Source: an optimization exercise on an open RTL-to-GDS flow (aim: small area). Production flows keep margins and buffers that such runs may drop. Where RTL was checked, it was by simulation tests only, not by an equivalence proof against the original. Power figures rest on the tool's default switching activity, not on a simulated workload.

==> inputs of job 8227 <==
## sequencer
module sequencer(
    input  logic CLK100MHZ,
    input  logic rst,
    input  logic BTNU, BTND, BTNL, BTNR, BTNC, CPU_RESETN,
    input  logic SW15,SW14,SW13,SW12,SW11,SW10,SW9,SW8,SW7,SW6,SW5,SW4,SW3,SW2,SW1,SW0,
    output logic [15:0] LED,
    output logic LED16_R,
    output logic LED17_R, LED17_G, LED17_B,
    output logic [7:0] AN,
    output logic DP,CG,CF,CE,CD,CC,CB,CA,
    output logic AUD_PWM,
    output logic AUD_SD
);
localparam logic PLAY = 1'b0, STOP = 1'b1;
localparam logic [1:0] STEP = 2'd0, SETTING_NAME = 2'd1, SETTING_VALUE = 2'd2;
localparam logic [2:0] SIGNAL = 3'd0, NOTE = 3'd5;
localparam logic[7:0] A_SSEG = 8'h77, B_SSEG = 8'h7C, C_SSEG = 8'h39, D_SSEG = 8'h5E,
                      E_SSEG = 8'h79, F_SSEG = 8'h71, G_SSEG = 8'h3D, H_SSEG = 8'h76,
                      I_SSEG = 8'h30, K_SSEG = 8'h75, N_SSEG = 8'h37, L_SSEG = 8'h38,
                      O_SSEG = 8'h3F, P_SSEG = 8'h73, Q_SSEG = 8'h6F, R_SSEG = 8'h33,
                      S_SSEG = 8'h6D, T_SSEG = 8'h78, U_SSEG = 8'h3E, V_SSEG = 8'h3E,
                      Y_SSEG = 8'h6E, DP_SSEG = 8'h80;
localparam logic[7:0] ZERO_SSEG = 8'h3F, ONE_SSEG = 8'h06, TWO_SSEG = 8'h5B, THREE_SSEG = 8'h4F,
                      FOUR_SSEG = 8'h66, FIVE_SSEG = 8'h6D, SIX_SSEG = 8'h7D, SEVEN_SSEG = 8'h07,
                      EIGHT_SSEG = 8'h7F, NINE_SSEG = 8'h6F;
logic meta, reset;
always_ff @(posedge CLK100MHZ) begin
  meta  <= rst;
  reset <= rst | meta;
end
logic [7:0] refresh;
wire [7:0] refreshInc;
ha_chain #(8) u_refresh(.a(refresh), .ci(1'b1), .s(refreshInc), .co());
always_ff @(posedge CLK100MHZ)
  if (rst) refresh <= 8'd0;
  else     refresh <= refreshInc;
wire tick0 = (refresh[3:0] == 4'd0);    
wire tick9 = (refresh[3:0] == 4'd9);    
wire [5:0] btn_in = {CPU_RESETN, BTNC, BTNR, BTNL, BTND, BTNU};
logic [5:0] db;
logic [1:0] wcnt [0:5];
logic [5:0] dn;
logic [5:0] pulse;
genvar gb;
generate
  for (gb = 0; gb < 6; gb = gb + 1) begin : g_btn
    wire d  = (btn_in[gb] ^ db[gb]) & ~rst;
    wire c1 = wcnt[gb][1];
    wire c0 = wcnt[gb][0];
    always_ff @(posedge CLK100MHZ) begin
      wcnt[gb][1] <= d & (c1 ^ (tick0 & c0));
      wcnt[gb][0] <= d & (~(c1 | c0) | (c0 ^ tick0));
      db[gb]      <= ~rst & (db[gb] ^ (d & tick0 & c1 & c0));
    end
    always_ff @(posedge CLK100MHZ)
      if (tick0) dn[gb] <= ~db[gb];
  ...
clock: 10.0 ns
lec_check: 0
abc_area: 1
cap_margin: 20
core_area: 8 8 157 157
die_area: 0 0 165 165
gpl_timing_driven: 0
slew_margin: 20
standard.sh (not shown) runs the stock make flow with config.mk's settings and CLKGATE_MAP_FILE= SYNTH_SCRIPT=/design/flow/synth_recipe.tcl, a recipe that flattens the netlist after the stock synthesis.
==> flow/flow/run.sh <==
#!/bin/bash
# Own layout flow: the standard flow (standard.sh: the standard synthesis script and ORFS's
# make targets) with three changes:
# - ABC maps the combinational logic for area (resyn2 twice, &deepsyn, &dch -f, &nf) instead of ORFS's
#   area script (dch; map -B 0.9; buffer).  It runs after the flip-flops are mapped, so the registers,
#   their names and cells are the standard synthesis's.
# - the port buffers are sky130_fd_sc_hd__buf_1 (buffer_ports would pick a larger cell);
# - clock tree synthesis uses the standard arguments, clkbuf_4 buffers, clusters of at most
#   8 sinks, and no dummy loads.
# Every tool's output goes to the ORFS logs under orfs/logs and to make_finish.log here.
set -euo pipefail
work=$(pwd)
rm -rf "$work/scripts_local"
cp -r "$FLOW_HOME/scripts" "$work/scripts_local"
cat > "$work/scripts_local/abc_area.script" <<'ABC'
strash
balance; rewrite; refactor; balance; rewrite; rewrite -z; balance; refactor -z; rewrite -z; balance
balance; rewrite; refactor; balance; rewrite; rewrite -z; balance; refactor -z; rewrite -z; balance
&get -n
&deepsyn -T 30
&dch -f
&nf -R 1000
&put
topo
ABC
bash standard.sh \
  "SCRIPTS_DIR=$work/scripts_local" \
  "BUFFER_PORTS_ARGS=-buffer_cell sky130_fd_sc_hd__buf_1" \
  "CTS_ARGS=-sink_clustering_enable -repair_clock_nets -dont_use_dummy_load -sink_clustering_size 8 -sink_clustering_max_diameter 40 -buf_list sky130_fd_sc_hd__clkbuf_4" \
  finish > make_finish.log 2>&1
==> inputs of job 9591, as changes to job 8227 <==
--- a/flow/flow/run.sh
+++ b/flow/flow/run.sh
@@ -14,13 +14,12 @@
 cp -r "$FLOW_HOME/scripts" "$work/scripts_local"
 cat > "$work/scripts_local/abc_area.script" <<'ABC'
 strash
 balance; rewrite; refactor; balance; rewrite; rewrite -z; balance; refactor -z; rewrite -z; balance
 balance; rewrite; refactor; balance; rewrite; rewrite -z; balance; refactor -z; rewrite -z; balance
 &get -n
-&deepsyn -T 30
 &dch -f
 &nf -R 1000
 &put
 topo
 ABC
 bash standard.sh \
- GPL_TIMING_DRIVEN: 0 -> not set
==> inputs of job 1188, as changes to job 8227 <==
--- a/flow/design.v
+++ b/flow/design.v
@@ -378,12 +378,13 @@
 always_ff @(posedge CLK100MHZ)
   if (rst) audioStepState <= 4'd0;
   else     audioStepState <= audioStepInc;
 logic [3:0] menuStepState;
 logic [2:0] menuHorizontalState;
 logic [1:0] menuVerticalState;
+logic [15:0] sigArr;      
 wire inValue = (menuVerticalState == SETTING_VALUE);
 logic [4:0] curNote;      
 wire noteWr = inValue && (menuHorizontalState == NOTE) && (LEFT ^ RIGHT);
 wire [4:0] noteT = curNote ^ {5{~RIGHT}};
 wire [4:0] noteU;
 ha_chain #(5) u_note(.a(noteT), .ci(1'b1), .s(noteU), .co());
@@ -434,14 +435,21 @@
       default: begin
         if (UP) menuVerticalState <= SETTING_NAME;
       end
     endcase
   end
 end
+genvar gs;
+generate
+  for (gs = 0; gs < 16; gs = gs + 1) begin : g_step
+    always_ff @(posedge CLK100MHZ)
+      if (rst) sigArr[gs] <= gs[0];
+      else if (sigTgl && (4'd15 - menuStepState) == gs) sigArr[gs] <= ~sigArr[gs];
+  end
+endgenerate
 logic [4:0] ring [0:15];
-logic [15:0] sring;       
 logic curNoteValid;
 logic ringClr;
 logic [4:0] audNote;
 wire [3:0] ringStep = refresh[3:0];
 wire hitM = (ringStep == menuStepState);
 wire hitA = (ringStep == audioStepState);
@@ -449,46 +457,12 @@
 wire ownM = hitM & curNoteValid;
 wire [4:0] ringIn = ownM ? (noteWr ? noteNew : curNote) : ringOut;
 wire stepMove = inStep & (LEFT | RIGHT);
 always_ff @(posedge CLK100MHZ) begin
   for (int k = 0; k < 15; k = k + 1) ring[k] <= ring[k+1];
   ring[15] <= ringIn;
-  sring <= {sIn, sring[15:1]};
-end
-logic sigW, sigWValid, sigM, sigA, sigN, hitAq;
-wire [3:0] stepW = ~menuStepState;                  
-wire hitW = (ringStep == stepW);
-wire sOut = ringClr ? ringStep[0] : sring[0];       
-wire ownW = hitW & sigWValid;
-wire sigWNext = sigW ^ sigTgl;
-wire sIn = ownW ? sigWNext : sOut;
-wire [3:0] audioStepP1;
-ha_chain #(4) u_astep1(.a(audioStepState), .ci(1'b1), .s(audioStepP1), .co());
-wire tglA = sigTgl & (stepW == audioStepState);
-wire tglN = sigTgl & (stepW == audioStepP1);
-wire stepAdvance = tempoTick & playing;
-always_ff @(posedge CLK100MHZ) begin
-  hitAq <= hitA;           
-  if (rst) begin
-    sigW      <= 1'b1;     
-    sigWValid <= 1'b1;
-    sigM      <= 1'b0;     
-    sigA      <= 1'b0;     
-    sigN      <= 1'b1;     
-  end
-  else begin
-    if (sigTgl) sigW <= sigWNext;
-    else if (hitW & ~sigWValid) sigW <= sOut;
-    if (stepMove) sigWValid <= 1'b0;
-    else if (hitW) sigWValid <= 1'b1;
-    if (hitM) sigM <= sOut;
-    if (stepAdvance) sigA <= sigN ^ tglN;
-    else sigA <= sigA ^ tglA;
-    if (hitAq) sigN <= sIn;
-    else sigN <= sigN ^ tglN;
-  end
 end
 always_ff @(posedge CLK100MHZ) begin
   if (rst) begin
     ringClr      <= 1'b1;
     curNote      <= 5'd3;
     curNoteValid <= 1'b1;
@@ -523,13 +497,13 @@
       end
       default: begin
         if (menuHorizontalState == NOTE) begin
           if (curNote < 5'd12) dispLo <= curNote + 5'd1;
         end
         else if (menuHorizontalState == SIGNAL)
-          dispLo <= sigM ? 5'd14 : 5'd13;
+          dispLo <= sigArr[menuStepState] ? 5'd14 : 5'd13;
       end
     endcase
   end
 end
 logic [2:0] sel;
 logic [7:0] seg;
@@ -599,13 +573,13 @@
     phaseCy <= {phaseCy[2:0], phaseLoCo};
     phaseHi <= phaseHiSum;
   end
 end
 logic [2:0] sigDly, enDly;
 always_ff @(posedge CLK100MHZ) begin
-  sigDly <= {sigDly[1:0], sigA};
+  sigDly <= {sigDly[1:0], sigArr[audioStepState]};
   enDly  <= {enDly[1] , enDly[0] & ~reset, soundOn & playing};
 end
 function automatic logic [14:0] qsin(input logic [5:0] j);
   case (j)
     6'd0: qsin = 15'd0;
     6'd1: qsin = 15'd706;
==> flow/flow/run.sh (replaced) <==
#!/bin/bash
# Own layout flow: the standard flow (standard.sh: the standard synthesis script and ORFS's
# make targets) with three changes:
# - ABC maps the combinational logic for area (resyn2 twice, &dch -f, &nf) instead of ORFS's
#   area script (dch; map -B 0.9; buffer).  It runs after the flip-flops are mapped, so the registers,
#   their names and cells are the standard synthesis's.
# - the port buffers are sky130_fd_sc_hd__buf_1 (buffer_ports would pick a larger cell);
# - clock tree synthesis uses the standard arguments, clkbuf_8 buffers, clusters of at most
#   15 sinks, and no dummy loads.
# Every tool's output goes to the ORFS logs under orfs/logs and to make_finish.log here.
set -euo pipefail
work=$(pwd)
rm -rf "$work/scripts_local"
cp -r "$FLOW_HOME/scripts" "$work/scripts_local"
cat > "$work/scripts_local/abc_area.script" <<'ABC'
strash
balance; rewrite; refactor; balance; rewrite; rewrite -z; balance; refactor -z; rewrite -z; balance
balance; rewrite; refactor; balance; rewrite; rewrite -z; balance; refactor -z; rewrite -z; balance
&get -n
&dch -f
&nf -R 1000
&put
topo
ABC
bash standard.sh \
  "SCRIPTS_DIR=$work/scripts_local" \
  "BUFFER_PORTS_ARGS=-buffer_cell sky130_fd_sc_hd__buf_1" \
  "CTS_ARGS=-sink_clustering_enable -repair_clock_nets -dont_use_dummy_load -sink_clustering_size 18 -sink_clustering_max_diameter 60 -buf_list sky130_fd_sc_hd__clkbuf_8" \
  finish > make_finish.log 2>&1
- CAP_MARGIN: 20 -> 5
- CORE_AREA: 8 8 157 157 -> 10 10 190 190
- DIE_AREA: 0 0 165 165 -> 0 0 200 200
- GPL_TIMING_DRIVEN: 0 -> not set
- SLEW_MARGIN: 20 -> 5
==> inputs of job 5394, as changes to job 8227 <==
--- a/flow/design.v
+++ b/flow/design.v
@@ -378,12 +378,13 @@
 always_ff @(posedge CLK100MHZ)
   if (rst) audioStepState <= 4'd0;
   else     audioStepState <= audioStepInc;
 logic [3:0] menuStepState;
 logic [2:0] menuHorizontalState;
 logic [1:0] menuVerticalState;
+logic [15:0] sigArr;      
 wire inValue = (menuVerticalState == SETTING_VALUE);
 logic [4:0] curNote;      
 wire noteWr = inValue && (menuHorizontalState == NOTE) && (LEFT ^ RIGHT);
 wire [4:0] noteT = curNote ^ {5{~RIGHT}};
 wire [4:0] noteU;
 ha_chain #(5) u_note(.a(noteT), .ci(1'b1), .s(noteU), .co());
@@ -434,14 +435,21 @@
       default: begin
         if (UP) menuVerticalState <= SETTING_NAME;
       end
     endcase
   end
 end
+genvar gs;
+generate
+  for (gs = 0; gs < 16; gs = gs + 1) begin : g_step
+    always_ff @(posedge CLK100MHZ)
+      if (rst) sigArr[gs] <= gs[0];
+      else if (sigTgl && (4'd15 - menuStepState) == gs) sigArr[gs] <= ~sigArr[gs];
+  end
+endgenerate
 logic [4:0] ring [0:15];
-logic [15:0] sring;       
 logic curNoteValid;
 logic ringClr;
 logic [4:0] audNote;
 wire [3:0] ringStep = refresh[3:0];
 wire hitM = (ringStep == menuStepState);
 wire hitA = (ringStep == audioStepState);
@@ -449,46 +457,12 @@
 wire ownM = hitM & curNoteValid;
 wire [4:0] ringIn = ownM ? (noteWr ? noteNew : curNote) : ringOut;
 wire stepMove = inStep & (LEFT | RIGHT);
 always_ff @(posedge CLK100MHZ) begin
   for (int k = 0; k < 15; k = k + 1) ring[k] <= ring[k+1];
   ring[15] <= ringIn;
-  sring <= {sIn, sring[15:1]};
-end
-logic sigW, sigWValid, sigM, sigA, sigN, hitAq;
-wire [3:0] stepW = ~menuStepState;                  
-wire hitW = (ringStep == stepW);
-wire sOut = ringClr ? ringStep[0] : sring[0];       
-wire ownW = hitW & sigWValid;
-wire sigWNext = sigW ^ sigTgl;
-wire sIn = ownW ? sigWNext : sOut;
-wire [3:0] audioStepP1;
-ha_chain #(4) u_astep1(.a(audioStepState), .ci(1'b1), .s(audioStepP1), .co());
-wire tglA = sigTgl & (stepW == audioStepState);
-wire tglN = sigTgl & (stepW == audioStepP1);
-wire stepAdvance = tempoTick & playing;
-always_ff @(posedge CLK100MHZ) begin
-  hitAq <= hitA;           
-  if (rst) begin
-    sigW      <= 1'b1;     
-    sigWValid <= 1'b1;
-    sigM      <= 1'b0;     
-    sigA      <= 1'b0;     
-    sigN      <= 1'b1;     
-  end
-  else begin
-    if (sigTgl) sigW <= sigWNext;
-    else if (hitW & ~sigWValid) sigW <= sOut;
-    if (stepMove) sigWValid <= 1'b0;
-    else if (hitW) sigWValid <= 1'b1;
-    if (hitM) sigM <= sOut;
-    if (stepAdvance) sigA <= sigN ^ tglN;
-    else sigA <= sigA ^ tglA;
-    if (hitAq) sigN <= sIn;
-    else sigN <= sigN ^ tglN;
-  end
 end
 always_ff @(posedge CLK100MHZ) begin
   if (rst) begin
     ringClr      <= 1'b1;
     curNote      <= 5'd3;
     curNoteValid <= 1'b1;
@@ -523,13 +497,13 @@
       end
       default: begin
         if (menuHorizontalState == NOTE) begin
           if (curNote < 5'd12) dispLo <= curNote + 5'd1;
         end
         else if (menuHorizontalState == SIGNAL)
-          dispLo <= sigM ? 5'd14 : 5'd13;
+          dispLo <= sigArr[menuStepState] ? 5'd14 : 5'd13;
       end
     endcase
   end
 end
 logic [2:0] sel;
 logic [7:0] seg;
@@ -599,13 +573,13 @@
     phaseCy <= {phaseCy[2:0], phaseLoCo};
     phaseHi <= phaseHiSum;
   end
 end
 logic [2:0] sigDly, enDly;
 always_ff @(posedge CLK100MHZ) begin
-  sigDly <= {sigDly[1:0], sigA};
+  sigDly <= {sigDly[1:0], sigArr[audioStepState]};
   enDly  <= {enDly[1] , enDly[0] & ~reset, soundOn & playing};
 end
 function automatic logic [14:0] qsin(input logic [5:0] j);
   case (j)
     6'd0: qsin = 15'd0;
     6'd1: qsin = 15'd706;
- CAP_MARGIN: 20 -> 0
- GPL_TIMING_DRIVEN: 0 -> not set
- SLEW_MARGIN: 20 -> 0
==> run summary <==
	job 9591	job 1188	job 8227	job 5394
Critical hold path startpoint	ring[1][0]	ring[13][2]	ring[10][1]	ring[7][3]
Initial drt markers	741	637	590	837
Adder and majority gate portion of the synthesized area	10.8%	10.4%	11.1%	10.7%
Worst VDD drop	0.000140 V	0.000109 V	0.000114 V	0.000106 V
Portion of total power attributed to sequential cells	66.6%	66.0%	64.9%	64.6%
Reg2reg start	phaseHi[4]	phaseHi[4]	phaseHi[3]	phaseHi[3]
Clock network power	531 uW	539 uW	538 uW	524 uW
Mapped cell area	12000 um^2	12200 um^2	11600 um^2	11900 um^2
Met1 Usage GRT	27.3%	19.9%	27.1%	26.1%
Synthesized area divided by synthesized cell count	9.44 um^2	9.27 um^2	9.63 um^2	9.19 um^2
Post-Route Skew	0.102 ns	0.147 ns	0.0873 ns	0.106 ns
Die Area	27200 um^2	40000 um^2	27200 um^2	27200 um^2
Total buffers and inverters traversed by the critical path	6	5	5	5
Inverters excl. clock	55	62	68	71
# resized after CTS	0	0	37	0
Share of power burned in the clock network	29.5%	30.2%	30.4%	30.3%
Multiplexer fraction of the synthesized cell area	1.36%	1.93%	2.09%	0.590%
Net Sw Power	400 uW	393 uW	409 uW	404 uW
Global routing usage on met2	29.9%	23.0%	28.2%	34.3%
Post-Layout Inst Area	13200 um^2	13600 um^2	13000 um^2	13000 um^2
Share of the final layout cell area in sequential cells	42.7%	40.5%	43.3%	42.5%
Number of search-and-repair iterations in the first detailed-routing pass	7	5	4	5
Result of the run	timing/DRC/antenna clean	timing/DRC/antenna clean	timing/DRC/antenna clean	timing/DRC/antenna clean
Function not checked in job 8227 and job 9591: the RTL went through the layout flow alone.

[separate check: timing with driven ports]
No port has a modelled driver above. Below, the same layouts with a new extraction and two added sets of constraints.
Step 1: set_driving_cell puts a clkbuf_16 on CLK100MHZ and a buf_2 on each other input, an assumption about the parent block.
Step 2 adds t to the input delays and takes it off the output delays; t is the mean of the earliest and latest rising clock arrival at the registers after step 1. Input paths then give back, and output paths get back, about the clock's delay inside the block.
Three values: no drivers, after step 1, after step 2; two values: the first two.
run | t (ns) | setup slack, ns | worst setup path after step 2 | latest minus earliest clock arrival (ns) | cell pins on the clock port's net
job 8227 | 0.627 | 0.493 / 0.493 / 0.493 | register to register | 0.104 / 0.104 | 1
job 9591 | 0.619 | 0.612 / 0.612 / 0.612 | register to register | 0.106 / 0.106 | 1
job 1188 | 0.565 | 0.520 / 0.520 / 0.520 | register to register | 0.151 / 0.150 | 1
job 5394 | 0.631 | 0.563 / 0.563 / 0.563 | register to register | 0.109 / 0.109 | 1
After both steps every run listed still meets setup and hold.
